Background: an optimization exercise with open tools, aiming at a short achievable clock period and few clock cycles. Do not read the settings as production practice.
The RTL was checked by simulation tests, not by an equivalence proof against the original design.
Power and IR drop assume default switching activity.

===== design/flow/run.sh =====
#!/bin/bash
# synth_recipe.tcl (not shown) runs the flow's synth.tcl, then flattens the netlist and writes it again
# the make line also repeats each setting of config.mk as NAME=value (left out here)
make -C /OpenROAD-flow-scripts/flow DESIGN_CONFIG=/design/flow/config.mk WORK_HOME=/design/flow/orfs CLKGATE_MAP_FILE= SYNTH_SCRIPT=/design/flow/synth_recipe.tcl finish

===== design/flow/config.mk =====
export PLATFORM = sky130hd
export DESIGN_NAME = Main_Controller
export DESIGN_NICKNAME = Main_Controller
export VERILOG_FILES = /design/flow/design.v
export SDC_FILE = /design/flow/constraint.sdc
export NUM_CORES = 4
export LEC_CHECK = 0
export ABC_CLOCK_PERIOD_IN_PS = 3500
export CAP_MARGIN = 20
export CORE_MARGIN = 2
export CORE_UTILIZATION = 40
export PLACE_DENSITY = 0.6
export SETUP_SLACK_MARGIN = 5
export SLEW_MARGIN = 20
export TNS_END_PERCENT = 100

===== design/flow/constraint.sdc =====
create_clock -name core_clock -period 9.0 [get_ports {clk}]
set_input_delay 1.8000 -clock core_clock [delete_from_list [all_inputs] [get_ports {clk}]]
set_output_delay 1.8000 -clock core_clock [all_outputs]
set_load 0.01 [all_outputs]

===== design/flow/design.v =====
module ALU(
  input [31:0] A,
  input [31:0] C,                
  input Cin,
  input [4:0] Shamt,             
  input [5:0] Sel,               
  output [31:0] Result
);
  wire [31:0] sum = A + C + {31'd0, Cin};
  wire lt = (A[31] & C[31]) | ((A[31] ^ C[31]) & sum[31]);
  assign Result = ({32{Sel[0]}} & sum) |
                  ({32{Sel[1]}} & (A & C)) |
                  ({32{Sel[2]}} & (A | C)) |
                  ({32{Sel[3]}} & (A << Shamt)) |
                  ({32{Sel[4]}} & (A >> Shamt)) |
                  ({32{Sel[5]}} & {31'd0, lt});
endmodule
module Branching(
  input [31:0] A,
  input [31:0] B,
  input [5:0] Br,                
  input Pred,                    
  output Taken,
  output Mispredict
);
  wire eq = (A == B);
  wire lt = $signed(A) < $signed(B);
  wire gt = ~lt & ~eq;
  assign Taken = (Br[0] & eq) | (Br[1] & ~eq) | (Br[2] & gt) |
                 (Br[3] & ~lt) | (Br[4] & lt) | (Br[5] & ~gt);
  assign Mispredict = (|Br) & (Taken ^ Pred);
endmodule
module Decode(
  input [31:0] Instruction,
  output Is_Jump,                
  output Is_Jr,
  output Reg_Write,
  output Rd_Dest,                
  output Is_Load,
  output Is_Store,
  output [5:0] Branch,           
  output [5:0] Alu_Sel,          
  output Use_Imm,                
  output Use_Imm_Lo,             
  output Invert,                 
  output [31:0] Imm              
);
  wire [5:0] op = Instruction[31:26];
  wire [5:0] func = Instruction[5:0];
  wire [15:0] imm = Instruction[15:0];
  wire rtype = (op == 6'd0);
  wire f_add  = rtype & (func == 6'd32 || func == 6'd33);
  wire f_sub  = rtype & (func == 6'd34 || func == 6'd35);
  wire f_and  = rtype & (func == 6'd36);
  wire f_or   = rtype & (func == 6'd37);
  wire f_sll  = rtype & (func == 6'd0);
  wire f_srl  = rtype & (func == 6'd2);
  wire f_slt  = rtype & (func == 6'd42);
  wire f_jr   = rtype & (func == 6'd8);
  wire o_addi  = (op == 6'd8);
  wire o_addiu = (op == 6'd9);
  wire o_slti  = (op == 6'd10);
  wire o_andi  = (op == 6'd12);
  wire o_ori   = (op == 6'd13);
  wire o_lw    = (op == 6'd35);
  wire o_sw    = (op == 6'd43);
  assign Is_Jump = (op == 6'd2) | (op == 6'd3);
  assign Is_Jr = f_jr;
  assign Is_Load = o_lw;
  assign Is_Store = o_sw;
  assign Rd_Dest = rtype;
  assign Reg_Write = f_add | f_sub | f_and | f_or | f_sll | f_srl | f_slt |
                     o_addi | o_addiu | o_slti | o_andi | o_ori | o_lw;
  assign Branch = {op == 6'd21, op == 6'd25, op == 6'd24, op == 6'd7, op == 6'd5, op == 6'd4};
  assign Alu_Sel = {f_slt | o_slti, f_srl, f_sll, f_or | o_ori, f_and | o_andi,
                    f_add | f_sub | o_addi | o_addiu};
  assign Use_Imm = o_addi | o_addiu | o_slti | o_andi | o_ori;
  assign Use_Imm_Lo = o_addi | o_addiu | o_slti;
  assign Invert = f_sub | f_slt | o_slti;
  assign Imm = {{16{imm[15] & ~(o_addiu | o_slti)}}, imm};
endmodule
module Store_Load(
  input clk,
  input reset,
  input Is_Load,                 
  input Store,                   
  input [9:0] Address,           
  input [31:0] Store_Data,
  output [31:0] Load_Data,
  output [9:0] Mem_Address,
  output Mem_Write,
  output [31:0] Mem_Write_Data,
  input [31:0] Mem_Read_Data
);
  reg sb_v;
  reg [9:0] sb_addr;
  reg [31:0] sb_data;
  assign Mem_Address = Is_Load ? Address : sb_addr;
  assign Mem_Write = sb_v & ~Is_Load & ~reset;
  assign Mem_Write_Data = sb_data;
  assign Load_Data = (sb_v && sb_addr == Address) ? sb_data : Mem_Read_Data;
  always @(posedge clk) begin
    if (reset)
      sb_v <= 1'b0;
    else if (Store)
      sb_v <= 1'b1;
    else if (~Is_Load)
      sb_v <= 1'b0;
    if (Store) begin
      sb_addr <= Address;
      sb_data <= Store_Data;
    end
  end
endmodule
module Main_Controller(
  input clk, reset,
  output [9:0] imem_addr,        
  input [31:0] imem_data,        
  output [9:0] dmem_addr,        
  output dmem_we,                
  output [31:0] dmem_wdata,      
  input [31:0] dmem_rdata        
);
  reg [31:0] Register_Data [31:0];
  reg [9:0] PC;                  
  reg        bt_v   [0:63];
  reg [3:0]  bt_tag [0:63];
  reg        bt_j   [0:63];      
  reg [5:0]  bt_br  [0:63];
  reg [4:0]  bt_rs  [0:63];
  reg [4:0]  bt_rt  [0:63];
  reg [9:0]  bt_tgt [0:63];
  reg [1:0]  cnt    [0:63];      
  reg        jb_v   [0:63];
  reg [3:0]  jb_tag [0:63];
  reg [5:0]  jb_br  [0:63];
  reg [4:0]  jb_rs  [0:63];
  reg [4:0]  jb_rt  [0:63];
  reg [9:0]  jb_tgt [0:63];      
  reg [9:0]  jb_nxt [0:63];      
  reg [1:0]  jb_cnt [0:63];
  reg [31:0] e_a;                
  reg [31:0] e_b;                
  reg [31:0] e_c;                
  reg e_cin;
  reg [5:0] e_sel;
  reg [4:0] e_rd;
  reg e_we, e_lw, e_sw, e_jr;
  reg [9:0] e_addr;              
  reg [5:0] e_br;                
  reg e_pred;                    
  reg [9:0] e_alt;               
  reg [5:0] e_ci;                
  reg [5:0] p_br;
  reg [4:0] p_rs, p_rt;
  reg p_pred;
  reg [9:0] p_alt;
  reg p_cj;                      
  reg [5:0] p_ci;
  reg [5:0] q_br;
  reg [31:0] q_a, q_b;
  reg q_pred;
  reg [9:0] q_alt;
  reg q_cj;
  reg [5:0] q_ci;
  reg lj_v;
  reg [9:0] lj_pc;
  wire q_taken, q_mis;
  Branching I6(.A(q_a), .B(q_b), .Br(q_br), .Pred(q_pred), .Taken(q_taken), .Mispredict(q_mis));
  wire [31:0] alu_out;
  ALU I3(.A(e_a), .C(e_c), .Cin(e_cin), .Shamt(e_b[4:0]), .Sel(e_sel), .Result(alu_out));
  wire e_taken, e_mis;
  Branching I4(.A(e_a), .B(e_b), .Br(e_br), .Pred(e_pred), .Taken(e_taken), .Mispredict(e_mis));
  wire [31:0] ld_data;
  Store_Load I5(
    .clk(clk), .reset(reset), .Is_Load(e_lw), .Store(e_sw & ~q_mis), .Address(e_addr),
    .Store_Data(e_b), .Load_Data(ld_data),
    .Mem_Address(dmem_addr), .Mem_Write(dmem_we), .Mem_Write_Data(dmem_wdata),
    .Mem_Read_Data(dmem_rdata)
  );
  wire [31:0] wb_data = e_lw ? ld_data : alu_out;
  wire squash = q_mis | e_mis | e_jr;
  wire [9:0] alt = q_mis ? q_alt : e_mis ? e_alt : e_a[9:0];
  wire [31:0] p_a = (e_we && e_rd == p_rs) ? wb_data : Register_Data[p_rs];
  wire [31:0] p_b = (e_we && e_rd == p_rt) ? wb_data : Register_Data[p_rt];
  assign imem_addr = PC;
  wire [31:0] I = imem_data;
  wire [4:0] rs = I[25:21], rt = I[20:16], rd = I[15:11];
  wire d_j, d_jr, d_we, d_lw, d_sw, d_rdst, d_imm_hi, d_imm_lo, d_inv;
  wire [5:0] d_br, d_sel;
  wire [31:0] d_imm;
  Decode I2(
    .Instruction(I), .Is_Jump(d_j), .Is_Jr(d_jr), .Reg_Write(d_we), .Rd_Dest(d_rdst),
    .Is_Load(d_lw), .Is_Store(d_sw), .Branch(d_br), .Alu_Sel(d_sel),
    .Use_Imm(d_imm_hi), .Use_Imm_Lo(d_imm_lo), .Invert(d_inv), .Imm(d_imm)
  );
  wire d_isbr = |d_br;
  wire [31:0] rf_a = (e_we && e_rd == rs) ? wb_data : Register_Data[rs];
  wire [31:0] rf_b = (e_we && e_rd == rt) ? wb_data : Register_Data[rt];
  wire [31:0] op2 = {d_imm_hi ? d_imm[31:16] : rf_b[31:16], d_imm_lo ? d_imm[15:0] : rf_b[15:0]};
  wire [9:0] pc1 = PC + 10'd1;
  wire [9:0] pc2 = PC + 10'd2;
  wire [9:0] jt = I[9:0];
  wire [9:0] d_tgt = pc1 + I[9:0];           
  wire d_pred = cnt[PC[5:0]][1];
  wire [5:0] i1 = pc1[5:0];
  wire h1 = bt_v[i1] && bt_tag[i1] == pc1[9:6];
  wire [9:0] t1 = bt_tgt[i1];
  wire pr1 = cnt[i1][1];
  wire h2 = jb_v[i1] && jb_tag[i1] == pc1[9:6];
  wire pr2 = jb_cnt[i1][1];
  wire [5:0] i0 = PC[5:0];
  wire h3 = jb_v[i0] && jb_tag[i0] == PC[9:6];
  wire pr3 = jb_cnt[i0][1];
  wire seq = ~d_j & ~d_jr & ~(d_isbr & d_pred);
  wire fold1_j  = seq & h1 & bt_j[i1];
  wire fold1_br = seq & h1 & ~bt_j[i1];
  wire fold2_br = fold1_j & h2;
  wire fold3_br = d_j & h3;
  reg [9:0] npc;
  always @(*) begin
    if (squash)                     npc = alt;
    else if (d_j)                   npc = h3 ? (pr3 ? jb_tgt[i0] : jb_nxt[i0]) : jt;
    else if (d_isbr & d_pred)       npc = d_tgt;
    else if (fold1_br)              npc = pr1 ? t1 : pc2;
    else if (fold1_j)               npc = h2 ? (pr2 ? jb_tgt[i1] : jb_nxt[i1]) : t1;
    else                            npc = pc1;
  end
  reg [5:0] n_br;
  reg [4:0] n_rs, n_rt;
  reg n_pred, n_cj;
  reg [9:0] n_alt;
  reg [5:0] n_ci;
  always @(*) begin
    if (d_j) begin
      n_br = h3 ? jb_br[i0] : 6'd0; n_rs = jb_rs[i0]; n_rt = jb_rt[i0]; n_pred = pr3;
      n_alt = pr3 ? jb_nxt[i0] : jb_tgt[i0]; n_cj = 1'b1; n_ci = i0;
    end else if (fold1_j) begin
      n_br = h2 ? jb_br[i1] : 6'd0; n_rs = jb_rs[i1]; n_rt = jb_rt[i1]; n_pred = pr2;
      n_alt = pr2 ? jb_nxt[i1] : jb_tgt[i1]; n_cj = 1'b1; n_ci = i1;
    end else begin
      n_br = fold1_br ? bt_br[i1] : 6'd0; n_rs = bt_rs[i1]; n_rt = bt_rt[i1]; n_pred = pr1;
      n_alt = pr1 ? pc2 : t1; n_cj = 1'b0; n_ci = i1;
    end
  end
  wire u_e = (|e_br) & ~q_mis;
  wire u_q = |q_br;
  wire [1:0] ce = cnt[e_ci];
  wire [1:0] cq = q_cj ? jb_cnt[q_ci] : cnt[q_ci];
  wire [1:0] ce_n = e_taken ? ((ce == 2'b11) ? 2'b11 : ce + 2'b01) : ((ce == 2'b00) ? 2'b00 : ce - 2'b01);
  wire [1:0] cq_n = q_taken ? ((cq == 2'b11) ? 2'b11 : cq + 2'b01) : ((cq == 2'b00) ? 2'b00 : cq - 2'b01);
  wire jb_w = lj_v & d_isbr;
  wire [5:0] jw = lj_pc[5:0];
  integer i;
  always @(posedge clk) begin
    if (reset) begin
      PC <= 10'd0;
      for (i = 0; i < 32; i = i + 1)
        Register_Data[i] <= 32'd0;
      for (i = 0; i < 64; i = i + 1) begin
        bt_v[i] <= 1'b0;
        jb_v[i] <= 1'b0;
        cnt[i] <= 2'b01;
      end
      e_we <= 1'b0;
      e_lw <= 1'b0;
      e_sw <= 1'b0;
      e_jr <= 1'b0;
      e_br <= 6'd0;
      p_br <= 6'd0;
      q_br <= 6'd0;
      lj_v <= 1'b0;
    end else begin
      if (e_we & ~q_mis)
        Register_Data[e_rd] <= wb_data;
      PC <= npc;
      e_we <= d_we & ~squash;
      e_lw <= d_lw & ~squash;
      e_sw <= d_sw & ~squash;
      e_jr <= d_jr & ~squash;
      e_br <= squash ? 6'd0 : d_br;
      p_br <= squash ? 6'd0 : n_br;
      q_br <= squash ? 6'd0 : p_br;
      lj_v <= ~squash & ((d_j & ~h3) | (fold1_j & ~h2));
      if (d_j | d_isbr) begin
        bt_v[i0] <= 1'b1;
        bt_tag[i0] <= PC[9:6];
        bt_j[i0] <= d_j;
        bt_br[i0] <= d_br;
        bt_rs[i0] <= rs;
        bt_rt[i0] <= rt;
        bt_tgt[i0] <= d_j ? jt : d_tgt;
      end
      for (i = 0; i < 64; i = i + 1) begin
        if (u_e && e_ci == i)
          cnt[i] <= ce_n;
        else if (u_q && !q_cj && q_ci == i)
          cnt[i] <= cq_n;
        if (jb_w && jw == i) begin
          jb_v[i] <= 1'b1;
          jb_cnt[i] <= cnt[i0];
        end else if (u_q && q_cj && q_ci == i)
          jb_cnt[i] <= cq_n;
      end
      if (jb_w) begin
        jb_tag[jw] <= lj_pc[9:6];
        jb_br[jw] <= d_br;
        jb_rs[jw] <= rs;
        jb_rt[jw] <= rt;
        jb_tgt[jw] <= d_tgt;
        jb_nxt[jw] <= pc1;
      end
    end
    lj_pc <= d_j ? PC : pc1;
    e_a <= rf_a;
    e_b <= rf_b;
    e_c <= d_inv ? ~op2 : op2;
    e_cin <= d_inv;
    e_sel <= d_sel;
    e_rd <= d_rdst ? rd : rt;
    e_addr <= rf_a[9:0] + I[9:0];
    e_pred <= d_pred;
    e_alt <= d_pred ? pc1 : d_tgt;
    e_ci <= i0;
    p_rs <= n_rs;
    p_rt <= n_rt;
    p_pred <= n_pred;
    p_alt <= n_alt;
    p_cj <= n_cj;
    p_ci <= n_ci;
    q_a <= p_a;
    q_b <= p_b;
    q_pred <= p_pred;
    q_alt <= p_alt;
    q_cj <= p_cj;
    q_ci <= p_ci;
  end
endmodule

==> results.txt <==
[sequential cells by signal, indices dropped and copies added, names as in the netlist, 256 cells and up]
name / count
Register_Data: 1024
bt_tgt: 640
jb_nxt: 640
jb_tgt: 640
bt_br: 384
jb_br: 384
bt_rs: 320
bt_rt: 320
jb_rs: 320
jb_rt: 320
bt_tag: 256
jb_tag: 256
[area by class of cell]
| type | count | share of cell area (%) |
|---|---|---|
| antenna | 71 | 0.0462 |
| clock buffer | 877 | 4.72 |
| clock inverter | 358 | 0.910 |
| inverter | 193 | 0.238 |
| multi-input combinational | 9467 | 34.1 |
| sequential | 6277 | 47.6 |
| tap | 10200 | 3.31 |
| timing repair buffer | 2334 | 8.99 |
| timing repair inverter | 12 | 0.0410 |
[power by group through the flow]
stage	clock network [uW]	registers, uW	logic (uW)
floorplan	0	35200	25600
global placement	0	35800	37900
detailed placement	0	35900	37900
CTS	28000	35100	45300
global route	29100	35300	50000
finish	28000	35300	49600
[layer usage]
layer / up-vias / GRT usage, % / part of all wire (%)
li1: 76400 / - / -
met1: 112000 / 42.3 / 34
met2: 20100 / 46.7 / 41
met3: 5657 / 14.3 / 16
met4: 154 / 18.4 / 8.0
met5: - / 2.18 / 0.42
[critical path: stages (launching register included)]
cell,delay (ns)
dfxtp_1,0.41
inv_1,0.10
ha_1,0.30
nand4_1,0.58
nor3_4,0.55
nand3_2,0.22
o21a_1,0.19
o21ai_1,0.37
mux2i_4,0.15
a211oi_4,0.23
buf_12,0.18
mux2_4,0.38
buf_6,0.16
nand4_1,0.14
buf_6,0.22
buf_6,0.12
nor3b_4,0.31
buf_6,0.18
buf_6,0.10
buf_6,0.11
buf_12,0.11
nand2_8,0.06
buf_12,0.19
nand2_8,0.13
buf_12,0.19
buf_12,0.14
[placed cells by master, fill, tap and decap left out, drive strengths merged, types with 164 or more instances in the layout]
cell type / n
edfxtp: 5738
mux4: 3597
buf: 2105
nor2: 1671
clkbuf: 943
nand2: 773
dfxtp: 539
a21oi: 369
o21ai: 317
mux2i: 282
clkinv: 260
a211oi: 256
inv: 227
a22oi: 223
a21o: 164
[per-stage QoR]
stage          util [%]  area, um2  setup slack, ns  power (uW)
3_5_place_dp       42.2     322000             1.75       73700
6_report           50.4     385000             2.79      113000
3_3_place_gp       42.2     322000             1.84       73700
2_1_floorplan         -     308000             3.76       60800
5_1_grt            50.4     385000             3.18      114000
4_1_cts            48.6     371000             3.57      108000
[kinds of logic (layout without fill, tap and decap cells)]
group           count (synthesis)  in the layout  synth area share, %
compound gates               2011           2013                 4.56
xor+xnor                      126            126                0.375
fa+ha+maj                     165            173                0.683
buf+inv                      1712           3774                 2.48
flops                        6277           6277                 59.8
mux                          3932           3932                 27.6
other cells                     0             71                    0
simple gates                 3163           3223                 4.51
[path summary, 6_finish.rpt]
kind / start / end / slack [ns] / depth (start not counted)
worst max register to register: q_b[8]$_DFF_P_ / Register_Data[10][12]$_SDFFCE_PN0P_ / 2.79 / 25
worst min register to register: p_alt[9]$_DFF_P_ / q_alt[9]$_DFF_P_ / 0.33 / 0
worst min-delay path: p_alt[9]$_DFF_P_ / q_alt[9]$_DFF_P_ / 0.33 / 0
worst max-delay path: q_b[8]$_DFF_P_ / Register_Data[10][12]$_SDFFCE_PN0P_ / 2.79 / 25
[repair_timing]
action / 4_1_cts / 5_1_grt
endpoints found under the setup margin: 8720 / 4940
resized for setup: 2587 / 2435
buffers inserted: 921 / 224
gates cloned: 328 / 66
pin swaps: 378 / 316
hold buffers: 0 / 0
==> metrics.csv <==
metric,value,unit
status,finished with violations,
so.violations,"max-capacitance violations, max-slew violations",
grt_use_total,33.0,%
routedWlPerCell,45.5,um
routabilityCongestion,1.01,
area_growth,25.7,%
vdd_drop_max,0.000325,V
drt-total-wl,1350000,um
vias,214000,
core-area,764000,um2
grt-ovfl-total,0,
p_sw,41600,uW
yosysSeqAreaShare,59.8,%
maxCapViolations,3,
synth_edf_count,5738,
crit_arrival,7.12,ns
regArea,183000,um2
stdcell_count,29800,
grt_pass1_wl,1750000,um
pwr-share-comb,43.9,%
rows,321,
min_period_over_period,69.0,%
setup_tns,0,ns
powerDensity,293,nW/um2
initial_core_util,40.1,%
dp_cells,26900,
setup_viol_count_final,0,
synth_seq_cells,6277,
switching_share,36.9,%
cts_tree,yes,
synth_area_per_cell,17.6,um2
fin_nets,19200,
synth_top_area_cell,edfxtp_1,
antenna_found_initial,131,
critPathCaptureType,flop,
ant_nets,0,
cts_made_buffers,672,
hold_viol_final,0,
critPathMaxFanout,6,
worst_setup_path_start_kind,flop,
port_buffers,118,
synth.top_cells.by_count,"5738 x edfxtp_1, 3597 x mux4_2, 1661 x nor2_1",
report.final.slew_viol_count,10,
ys.flop_type,edfxtp_1,
layout_min_cycle_time,6.21,ns
clkPwrFrac,24.8,%
cts.clk_slew.worst_paths,0.08,ns
hp-class,flop to flop,
dieArea,772000,um2
netlist.area_leader.share,56.3,%
async_flop_share,0,%
worst_pin_slew,2.03,ns
dp_hpwl,734000,um
clk_latency,1.25,ns
ios,119,
yosysWarnings,5,
fmax,161,MHz
power.internal,71200,uW
drive_above_1_share,46.5,%
synth_nets,17600,
htreeDepth,6,
rsz0062_at_grt,yes,
drc,0,
syn_area,306000,um2
synth.top_cells.by_area,"edfxtp_1 56%, mux4_2 26%, dfxtp_1 3.5%, nor2_1 2.0%, clkbuf_1 1.1%",
clock_sinks,6277,
p_leak,0.124,uW
whs,0.330,ns
syn_inst,17400,
fill_cells,60500,
fin_skew,0.179,ns
multi_input_area,131000,um2
drt-pass1-iter-count,23,
p_seq_share,31.3,%
die_height,879,um
die_w,879,um
relSlewSlack,-35.6,%
cts_max_path_buffers,4,
cts-root-buf,clkbuf_16,
synth_most_common_cell,edfxtp_1,
drt_iter0_drc,39500,
viasPerCell,7.20,
crit_type,flop to flop,
yosysUniqueCellTypes,111,
grt_start_max_net_pins,124,
grt_pass1_vias,200000,
required,9.92,ns
Testbench counts, summed over its fixed seeds: cycles 47,516.

[afterwards: timing with drivers on the ports]
The results above use ideal ports. As a check the final layout listed here was re-extracted and re-timed, cells and wires unchanged.
Step 1 assumes that a clkbuf_16 drives the clock port and a buf_2 every other input.
Step 2 times the ports against the registers' clock, not the clock port: input delays grow and output delays shrink by t, the midpoint of the rising clock arrivals with the driver on.
Slacks: ideal ports / drivers / drivers and shift; pairs: ideal ports / drivers.
t, ns: 1.288
setup slack, ns: 2.793 / 2.793 / 2.045
worst hold slack (ns): 0.330 / 0.330 / 0.330
clock arrival spread, ns: 0.213 / 0.213
The setup slack of this run moves by 0.000 ns with the drivers and by -0.748 ns with both steps.
